Context: an optimization exercise on an open-source flow, tuned for small area. The choices shown serve that exercise and are no tape-out recipe. The RTL was checked by simulation tests, not by an equivalence proof against the original design. Power is estimated from default activity; no workload was simulated.

==> design.v <==
module game_logic (
    input wire clk,                
    input wire reset,              
    input wire up_btn,             
    input wire down_btn,           
    input wire left_btn,           
    input wire right_btn,          
    input wire select_btn,         
    output reg [3:0] cursor_pos,   
    output reg [15:0] card_values, 
    output reg [15:0] card_states, 
    output reg [7:0] move_count,   
    output reg game_won,           
    output reg card_matched        
);
    localparam CARD_HIDDEN   = 2'b00;
    localparam CARD_FLIPPED  = 2'b01;
    localparam CARD_MATCHED  = 2'b10;
    reg [3:0] first_card_pos;
    reg first_card_selected;
    reg [3:0] selected_cards_count;
    always @(posedge clk or posedge reset) begin
        if (reset) begin
            cursor_pos <= 4'b0000;
            card_states <= 16'h0000;
            card_values <= 16'h0000;
            move_count <= 8'h00;
            game_won <= 1'b0;
            card_matched <= 1'b0;
            first_card_selected <= 1'b0;
            selected_cards_count <= 4'h0;
            card_values <= 16'b0101_0101_1010_1010;
        end else begin
            card_matched <= 1'b0;
            if (up_btn && cursor_pos[3:2] > 0)
                cursor_pos[3:2] <= cursor_pos[3:2] - 1;
            else if (down_btn && cursor_pos[3:2] < 3)
                cursor_pos[3:2] <= cursor_pos[3:2] + 1;
            else if (left_btn && cursor_pos[1:0] > 0)
                cursor_pos[1:0] <= cursor_pos[1:0] - 1;
            else if (right_btn && cursor_pos[1:0] < 3)
                cursor_pos[1:0] <= cursor_pos[1:0] + 1;
            if (select_btn) begin
                if (!first_card_selected) begin
                    if (card_states[cursor_pos] == CARD_HIDDEN) begin
                        card_states[cursor_pos] <= CARD_FLIPPED;
                        first_card_pos <= cursor_pos;
                        first_card_selected <= 1'b1;
                        selected_cards_count <= selected_cards_count + 1;
                    end
                end
                else begin
                    if (card_states[cursor_pos] == CARD_HIDDEN && cursor_pos != first_card_pos) begin
                        card_states[cursor_pos] <= CARD_FLIPPED;
                        selected_cards_count <= selected_cards_count + 1;
                        move_count <= move_count + 1;
                        if (card_values[first_card_pos] == card_values[cursor_pos]) begin
                            card_states[first_card_pos] <= CARD_MATCHED;
                            card_states[cursor_pos] <= CARD_MATCHED;
                            card_matched <= 1'b1;
                        end
                        first_card_selected <= 1'b0;
                    end
                end
            end
            if (&card_states[15:0]) begin
                game_won <= 1'b1;
            end
        end
    end
endmodule
module vga_display (
    input wire clk,               
    input wire reset,              
    input wire [15:0] card_states,  
    input wire [3:0] cursor_pos,   
    output wire hsync,             
    output wire vsync,             
    output wire [3:0] red,         
    output wire [3:0] green,       
    output wire [3:0] blue         
);
    localparam H_ACTIVE = 640;
    localparam H_FRONT_PORCH = 16;
    localparam H_SYNC = 96;
    localparam H_BACK_PORCH = 48;
    localparam V_ACTIVE = 480;
    localparam V_FRONT_PORCH = 10;
    localparam V_SYNC = 2;
    localparam V_BACK_PORCH = 33;
    reg [9:0] h_count;   
    reg [9:0] v_count;   
    reg video_on;        
    assign hsync = (h_count >= (H_ACTIVE + H_FRONT_PORCH)) && 
                   (h_count < (H_ACTIVE + H_FRONT_PORCH + H_SYNC));
    assign vsync = (v_count >= (V_ACTIVE + V_FRONT_PORCH)) && 
                   (v_count < (V_ACTIVE + V_FRONT_PORCH + V_SYNC));
    always @(posedge clk or posedge reset) begin
        if (reset) begin
            h_count <= 0;
        end else begin
            if (h_count < (H_ACTIVE + H_FRONT_PORCH + H_SYNC + H_BACK_PORCH - 1)) begin
                h_count <= h_count + 1;
            end else begin
                h_count <= 0;
            end
        end
    end
    always @(posedge clk or posedge reset) begin
        if (reset) begin
            v_count <= 0;
        end else begin
            if (h_count == (H_ACTIVE + H_FRONT_PORCH + H_SYNC + H_BACK_PORCH - 1)) begin
                if (v_count < (V_ACTIVE + V_FRONT_PORCH + V_SYNC + V_BACK_PORCH - 1)) begin
                    v_count <= v_count + 1;
                end else begin
                    v_count <= 0;
                end
            end
        end
    end
    always @(posedge clk) begin
        video_on <= (h_count < H_ACTIVE) && (v_count < V_ACTIVE);
    end
    wire [3:0] card_x, card_y;
    assign card_x = h_count[9:6];   
    assign card_y = v_count[9:6];   
    reg [3:0] r, g, b;
    always @(*) begin
        if (!video_on) begin
            {r, g, b} = 12'h000;
        end else begin
            case (card_states[{card_y[1:0], card_x[1:0]}])
                2'b00: begin   
                    {r, g, b} = 12'h555;   
                end
                2'b01: begin   
                    {r, g, b} = 12'hAAA;   
                end
                2'b10: begin   
                    {r, g, b} = 12'h0F0;   
                end
                default: begin
                    {r, g, b} = 12'h000;   
                end
            endcase
            if ({card_y[1:0], card_x[1:0]} == cursor_pos) begin
                {r, g, b} = 12'hF00;   
            end
        end
    end
    assign red = r;
    assign green = g;
    assign blue = b;
endmodule
module uart_logger (
    input wire clk,                
    input wire reset,              
    input wire [3:0] card_pos,     
    input wire card_flipped,       
    input wire card_matched,       
    input wire game_won,           
    input wire [7:0] move_count,   
    output reg uart_tx,            
    output wire tx_done            
);
    localparam BAUD_RATE = 115200;
    localparam CLOCK_FREQ = 100_000_000;   
    localparam BAUD_DIV = CLOCK_FREQ / BAUD_RATE;
    reg [3:0] tx_state;
    reg [7:0] tx_data;
    reg [15:0] baud_counter;
    reg [3:0] bit_count;
    localparam IDLE = 4'b0000;
    localparam START = 4'b0001;
    localparam DATA = 4'b0010;
    localparam STOP = 4'b0011;
    always @(posedge clk or posedge reset) begin
        if (reset) begin
            uart_tx <= 1'b1;   
            tx_state <= IDLE;
            tx_data <= 8'h00;
            baud_counter <= 16'h0000;
            bit_count <= 4'h0;
        end else begin
            case (tx_state)
                IDLE: begin
                    uart_tx <= 1'b1;   
                    if (card_flipped) begin
                        tx_data <= {4'h0, card_pos};   
                        tx_state <= START;
                    end else if (card_matched) begin
                        tx_data <= 8'hAA;   
                        tx_state <= START;
                    end else if (game_won) begin
                        tx_data <= move_count;   
                        tx_state <= START;
                    end
                end
                START: begin
                    uart_tx <= 1'b0;
                    bit_count <= 4'h0;
                    if (baud_counter < BAUD_DIV) begin
                        baud_counter <= baud_counter + 1;
                    end else begin
                        baud_counter <= 16'h0000;
                        tx_state <= DATA;
                    end
                end
                DATA: begin
                    uart_tx <= tx_data[bit_count];
                    if (baud_counter < BAUD_DIV) begin
                        baud_counter <= baud_counter + 1;
                    end else begin
                        baud_counter <= 16'h0000;
                        if (bit_count < 4'd7) begin
                            bit_count <= bit_count + 1;
                        end else begin
                            tx_state <= STOP;
                        end
                    end
                end
                STOP: begin
                    uart_tx <= 1'b1;
                    if (baud_counter < BAUD_DIV) begin
                        baud_counter <= baud_counter + 1;
                    end else begin
                        baud_counter <= 16'h0000;
                        tx_state <= IDLE;
                    end
                end
                default: tx_state <= IDLE;
            endcase
        end
    end
    assign tx_done = (tx_state == IDLE);
endmodule
module card_flip_game_top (
    input wire clk,            
    input wire reset,          
    input wire up_btn,
    input wire down_btn,
    input wire left_btn,
    input wire right_btn,
    input wire select_btn,
    output wire hsync,
    output wire vsync,
    output wire [3:0] red,
    output wire [3:0] green,
    output wire [3:0] blue,
    output wire [6:0] seg_display,
    output wire [3:0] seg_select,
    output wire uart_tx
);
    wire [3:0] cursor_pos;
    wire [15:0] card_values;
    wire [15:0] card_states;
    wire [7:0] move_count;
    wire game_won;
    wire card_matched;
    game_logic game_controller (
        .clk(clk),
        .reset(reset),
        .up_btn(up_btn),
        .down_btn(down_btn),
        .left_btn(left_btn),
        .right_btn(right_btn),
        .select_btn(select_btn),
        .cursor_pos(cursor_pos),
        .card_values(card_values),
        .card_states(card_states),
        .move_count(move_count),
        .game_won(game_won),
        .card_matched(card_matched)
    );
    vga_display display (
        .clk(clk),
        .reset(reset),
        .card_states(card_states),
        .cursor_pos(cursor_pos),
        .hsync(hsync),
        .vsync(vsync),
        .red(red),
        .green(green),
        .blue(blue)
    );
    seven_segment_driver seg_driver (
        .clk(clk),
        .reset(reset),
        .move_count(move_count),
        .game_won(game_won),
        .seg_display(seg_display),
        .seg_select(seg_select)
    );
    uart_logger game_logger (
        .clk(clk),
        .reset(reset),
        .card_pos(cursor_pos),
        .card_flipped(select_btn),
        .card_matched(card_matched),
        .game_won(game_won),
        .move_count(move_count),
        .uart_tx(uart_tx)
    );
endmodule
module seven_segment_driver (
    input wire clk,
    input wire reset,
    input wire [7:0] move_count,
    input wire game_won,
    output reg [6:0] seg_display,
    output reg [3:0] seg_select
);
    always @(posedge clk or posedge reset) begin
        if (reset) begin
            seg_display <= 7'b1111111;   
            seg_select <= 4'b1110;       
        end else begin
            if (game_won) begin
                seg_display <= 7'b0010101;
            end else begin
                case (move_count[3:0])
                    4'h0: seg_display <= 7'b1000000;  
                    4'h1: seg_display <= 7'b1111001;  
                    4'h2: seg_display <= 7'b0100100;  
                    4'h3: seg_display <= 7'b0110000;  
                    4'h4: seg_display <= 7'b0011001;  
                    4'h5: seg_display <= 7'b0010010;  
                    4'h6: seg_display <= 7'b0000010;  
                    4'h7: seg_display <= 7'b1111000;  
                    4'h8: seg_display <= 7'b0000000;  
                    4'h9: seg_display <= 7'b0010000;  
                    default: seg_display <= 7'b1111111;  
                endcase
            end
        end
    end
endmodule
==> run.sh <==
#!/bin/bash
# synth_recipe.tcl (not shown) runs the flow's synth.tcl, then flattens the netlist and writes it again
# the make line also repeats each setting of config.mk as NAME=value (left out here)
make -C /OpenROAD-flow-scripts/flow DESIGN_CONFIG=/design/flow/config.mk WORK_HOME=/design/flow/orfs CLKGATE_MAP_FILE= SYNTH_SCRIPT=/design/flow/synth_recipe.tcl finish
==> config.mk <==
export PLATFORM = sky130hd
export DESIGN_NAME = card_flip_game_top
export DESIGN_NICKNAME = card_flip_game_top
export VERILOG_FILES = /design/flow/design.v
export SDC_FILE = /design/flow/constraint.sdc
export NUM_CORES = 4
export LEC_CHECK = 0
export CAP_MARGIN = 20
export CORE_MARGIN = 2
export CORE_UTILIZATION = 40
export SLEW_MARGIN = 20
==> constraint.sdc <==
create_clock -name core_clock -period 10.0 [get_ports {clk}]
set_input_delay 2.0000 -clock core_clock [delete_from_list [all_inputs] [get_ports {clk}]]
set_output_delay 2.0000 -clock core_clock [all_outputs]
set_load 0.01 [all_outputs]
==> impl.org <==
** Setup path
- CP peak stage delay :: 610 ps
- STA classifies the critical path endpoint as an output port.
- Setup crit start kind :: flip-flop
- Cell-by-cell trace of the critical path :: mux4_2, nor2b_1, a211oi_1, a21oi_1, nor2_1, clkdlybuf4s50_1
- On the critical path the largest part of the delay comes from buffers and inverters.
- Critical path peak fanout :: 9
- The worst register-to-register path ends at game_controller.card_states[13].
- Reg-to-Reg Start :: game_controller.cursor_pos[3]
- STA puts the critical path data arrival time at 2870 ps.
- Counting both buffers and inverters, the worst setup path holds a total of 1.
- The worst register-to-register path has a depth of 6.
- Crit. path cell count :: 6
- For flop-to-flop paths, the worst setup slack is 6940 ps.
- Data on the critical path is required at its endpoint by 8000 ps.
- The worst setup path is of the reg -> out kind.
- CP max-delay cell :: sky130_fd_sc_hd__clkdlybuf4s50_1

** Drt
- For this run, design rule violations remaining after detail routing come to 0.
- Iter 0 DRT Violations :: 406
- DRT antenna net count :: 0
- For this run, the detailed router's first-pass iteration total came to 4.
- Vias :: 4336
- After detailed routing, the number of vias per cell comes to 5.56.
- Summed over all layers, the routed wires come to 12000 um.
- Routed length per placed instance :: 15.4 um

** Global route
- The first global-routing pass estimated 20500 um of wire.
- Global routing used 17.3% of the available tracks across all layers.
- Global route overflow :: 0
- Pin count of the biggest net entering global routing :: 66
- The number of global-route vias before repair was 4131.
- The initial antenna violation count was 0.

** Worst hold path
- The startpoint identified for the worst hold timing path is game_logger.uart_tx.
- For hold timing, the worst endpoint is game_logger.uart_tx.
- Along the worst hold path, the cell count comes to 2.
- The worst hold path belongs to the class reg -> reg.

** STA
- The final critical path takes up 48.7% of the cycle.
- After layout, the minimum clock period comes to 4870 ps.
- FMAX :: 0.205 GHz
- Fin. Hold Viols :: 0
- For the pin with the worst max-slew slack, the measured transition is 1030 ps.
- Finish-stage setup viols :: 0
- Hold timing on the final database bottoms out at a slack of 461 ps.
- The count of final max-slew check failures came to 0.
- Worst relative slew slack :: 30.6%
- Setup repair after global routing left no endpoint under its margin.
- On the final layout, the worst clock skew is 6.11 ps.
- Setup TNS :: 0 ps

** Floorplanning
- For this configuration, the core starts out at a cell density of 40.5%.
- Vertical die dimension :: 122 um
- Rows :: 43
- I/O Pins :: 33
- Die footprint :: 14800 sq um
- Die outline width :: 122 um
- The core region is 13700 sq um.

** Clock network
- CTS hold repair buffers :: 0
- In this run the post-CTS setup repair buffer count came out at 0.
- The tree built by TritonCTS fans out to 94 sinks.
- TritonCTS built the clock tree.
- Clock-pin transition on the worst setup and hold timing paths :: 60 ps
- The tree is rooted in a sky130_fd_sc_hd__clkbuf_16.
- In this run, post-CTS repair resized a total of 0 instances.
- The clock passes through at most 2 buffers.
- Number of buffers added by the clock tree synthesis step :: 9
- H-tree Lvls :: 3
- Insertion delay to the later sink of the worst-skew pair :: 340 ps

** Logic synthesis
- Counting distinct cell types in the post-synthesis netlist gives 60.
- Yosys warning count :: 4
- Synthesis-stage register bit count :: 94
- Share of async-settable or async-resettable flops after synthesis :: 94.7%
- In this run the mean area of a mapped cell was 9.40 sq um.
- The cell count after synthesis came out at 591.
- Number of flops mapped to enable cells by yosys :: 4
- Sequential cells were found to cover 42.8% of the synthesized design area.
- For this run, the leading register cell type out of synthesis is sky130_fd_sc_hd__dfrtp_1.
- The cell area that synthesis handed to floorplanning was 5550 sq um.

** Final layout
- Share of final-layout standard cells stronger than drive strength 1 :: 7.00%
- Number of antenna repair diodes :: 0
- Synth-to-Final Area Change :: 11.0%
- Nets :: 626
- At the end of the flow the core is filled with cells to 45.0%.

** Pwr
- The analysis attributes to cell leakage a power of 2.57 nW.
- Dividing total power by cell area gives a power density of 253 nW/um^2.
- The worst-case IR drop observed on VDD is 0.102 mV.

** Status
- The flow ran to the end and the layout has no timing, DRC or antenna violations.

** Placement
- DPL Wire Length :: 8410 um
- Port buffering added 28 buffers.
- Routability-driven placement finished with a final weighted congestion of 0.810.

** Job
- Across the run, the number of max-cap violations was 0.
## synthesized netlist by cell type, types with 4 or more instances
cell type / number / area [sq um]
sky130_fd_sc_hd__dfrtp_1: 81 / 2030
sky130_fd_sc_hd__nor2_1: 64 / 240
sky130_fd_sc_hd__nand2_1: 52 / 195
sky130_fd_sc_hd__nand3_1: 32 / 160
sky130_fd_sc_hd__o21ai_1: 26 / 130
sky130_fd_sc_hd__a21oi_1: 25 / 125
sky130_fd_sc_hd__ha_1: 24 / 300
sky130_fd_sc_hd__xnor2_1: 22 / 193
sky130_fd_sc_hd__a22o_1: 17 / 149
sky130_fd_sc_hd__clkbuf_1: 16 / 60.1
sky130_fd_sc_hd__inv_1: 16 / 60.1
sky130_fd_sc_hd__nor2b_1: 15 / 93.8
sky130_fd_sc_hd__a32o_1: 14 / 140
sky130_fd_sc_hd__buf_4: 14 / 105
sky130_fd_sc_hd__nand4_1: 13 / 81.3
sky130_fd_sc_hd__o21ai_0: 13 / 65.1
sky130_fd_sc_hd__and3_1: 11 / 68.8
sky130_fd_sc_hd__nor3_1: 11 / 55.1
sky130_fd_sc_hd__mux2i_1: 9 / 90.1
sky130_fd_sc_hd__o31ai_1: 9 / 67.6
sky130_fd_sc_hd__xor2_1: 9 / 78.8
sky130_fd_sc_hd__dfstp_2: 8 / 210
sky130_fd_sc_hd__nand2b_1: 8 / 50.1
sky130_fd_sc_hd__mux4_2: 7 / 158
sky130_fd_sc_hd__o22ai_1: 6 / 37.5
sky130_fd_sc_hd__and2_1: 5 / 31.3
sky130_fd_sc_hd__buf_2: 5 / 25.0
sky130_fd_sc_hd__edfxtp_1: 4 / 120
## metrics by stage
stage | instances | power (mW) | area, sq um | worst slack, ps
floorplan | 593 | 1.03 | 5560 | 5710
global placement | 764 | 1.20 | 5860 | 5350
detailed placement | 764 | 1.21 | 5860 | 5270
CTS | 780 | 1.57 | 6170 | 5120
global route | 780 | 1.66 | 6170 | 4920
finish | 780 | 1.56 | 6170 | 5130
## routing by layer
layer | part of all wire (%) | up-vias | track usage, %
li1 | - | 2114 | -
met1 | 47 | 2129 | 23.2
met2 | 48 | 79 | 28.0
met3 | 3.1 | 14 | 2.95
met4 | 1.9 | 0 | 6.54
met5 | 0 | - | 0
## where the power goes
group | switching, mW | total (mW) | internal (mW)
clock | 0.141 | 0.349 | 0.208
combinational | 0.357 | 0.637 | 0.280
sequential | 0.104 | 0.571 | 0.467
total | 0.603 | 1.56 | 0.955
## worst reg2reg max path, cell delays in order, from the launching register on
cell                        delay [ps]
sky130_fd_sc_hd__dfrtp_1           840
sky130_fd_sc_hd__or2_2             250
sky130_fd_sc_hd__o22ai_1            90
sky130_fd_sc_hd__a2111oi_2         410
sky130_fd_sc_hd__o2111a_1          880
sky130_fd_sc_hd__nand3_1           210
sky130_fd_sc_hd__a32o_1            260
## cells in the final DEF (no fill, tap or decap), drive strengths merged, types with 4 or more instances in the layout
cell type / instances
ha: 24
and3: 11
clkinv: 4
nand2b: 8
xor2: 9
or2: 5
o21ai: 39
a32o: 14
o22ai: 6
o31ai: 9
conb: 4
buf: 4
clkbuf: 13
nor2b: 15
dfstp: 8
nand4: 13
a22o: 17
and2: 5
edfxtp: 4
mux2i: 9
nand2: 52
nor3: 11
nor2: 64
clkdlybuf4s50: 28
a21oi: 26
xnor2: 22
inv: 18
mux4: 7
dfrtp: 81
nand3: 32
## cell families after synthesis
| group | share of synthesized area, % |
|---|---|
| AO/OA/AOI/OAI | 16.5 |
| adder cells (fa/ha/maj) | 5.41 |
| XOR/XNOR | 4.89 |
| flip-flops | 42.8 |
| AND/OR/NAND/NOR | 19.6 |
| other | 0.135 |
| multiplexers | 5.07 |
| buffers and inverters | 5.59 |
## sequential cells by signal (all words and copies together), names as in the netlist
| name | cells |
|---|---|
| game_controller.move_count | 8 |
| game_controller.first_card_pos | 4 |
| game_logger.tx_state | 2 |
| game_controller.card_states | 16 |
| game_controller.game_won | 1 |
| game_controller.cursor_pos | 4 |
| game_controller.first_card_selected | 1 |
| display.v_count | 10 |
| game_logger.tx_data | 8 |
| display.h_count | 10 |
| seg_driver.seg_display | 7 |
| game_logger.bit_count | 4 |
| game_logger.baud_counter | 16 |
| display.video_on | 1 |
| game_logger.uart_tx | 1 |
| game_controller.card_matched | 1 |
## final cells by class
class	count	area, sq um
timing repair buffer	32	310
multi-input combinational	438	2870
clock inverter	3	43.8
tap	180	225
inverter	20	76.3
fill	1306	7550
clock buffer	13	260
sequential	94	2380
## worst max path at each step
| stage | from | end | slack (ps) |
|---|---|---|---|
| 2_1_floorplan | reset | display.h_count[0] | 5710 |
| 3_5_place_dp | select_btn | game_controller.card_states[13] | 5270 |
| 3_3_place_gp | select_btn | game_controller.card_states[0] | 5350 |
| 6_report | display.h_count[6] | blue[2] | 5130 |
| 5_1_grt | display.h_count[6] | green[0] | 4920 |
| 4_1_cts | display.h_count[6] | blue[2] | 5120 |

-- port drivers added, routing unchanged --
How much do the figures lean on ideal ports? The routed layout below was timed once more, with nothing changed but the port constraints.
Step 1: set_driving_cell puts a clkbuf_16 on clk and a buf_2 on each other input, an assumption about the parent block.
Step 2, shift: input delay + t, output delay - t, t = (earliest + latest rising clock arrival at the registers) / 2. This alone moves slack from input paths to output paths.
a / b / c = ideal ports / drivers / drivers and shift; a / b = the first two.
t (ns): 0.381
slack for setup (ns): 5.131 / 5.089 / 5.205
hold WS [ns]: 0.461 / 0.461 / 0.461
worst setup path at the end: input to register
worst slew at a driven data input, ns: 0.04
After both steps this run still meets setup and hold. The setup slack of this run moves by -0.042 ns with the drivers and by +0.074 ns with both steps.
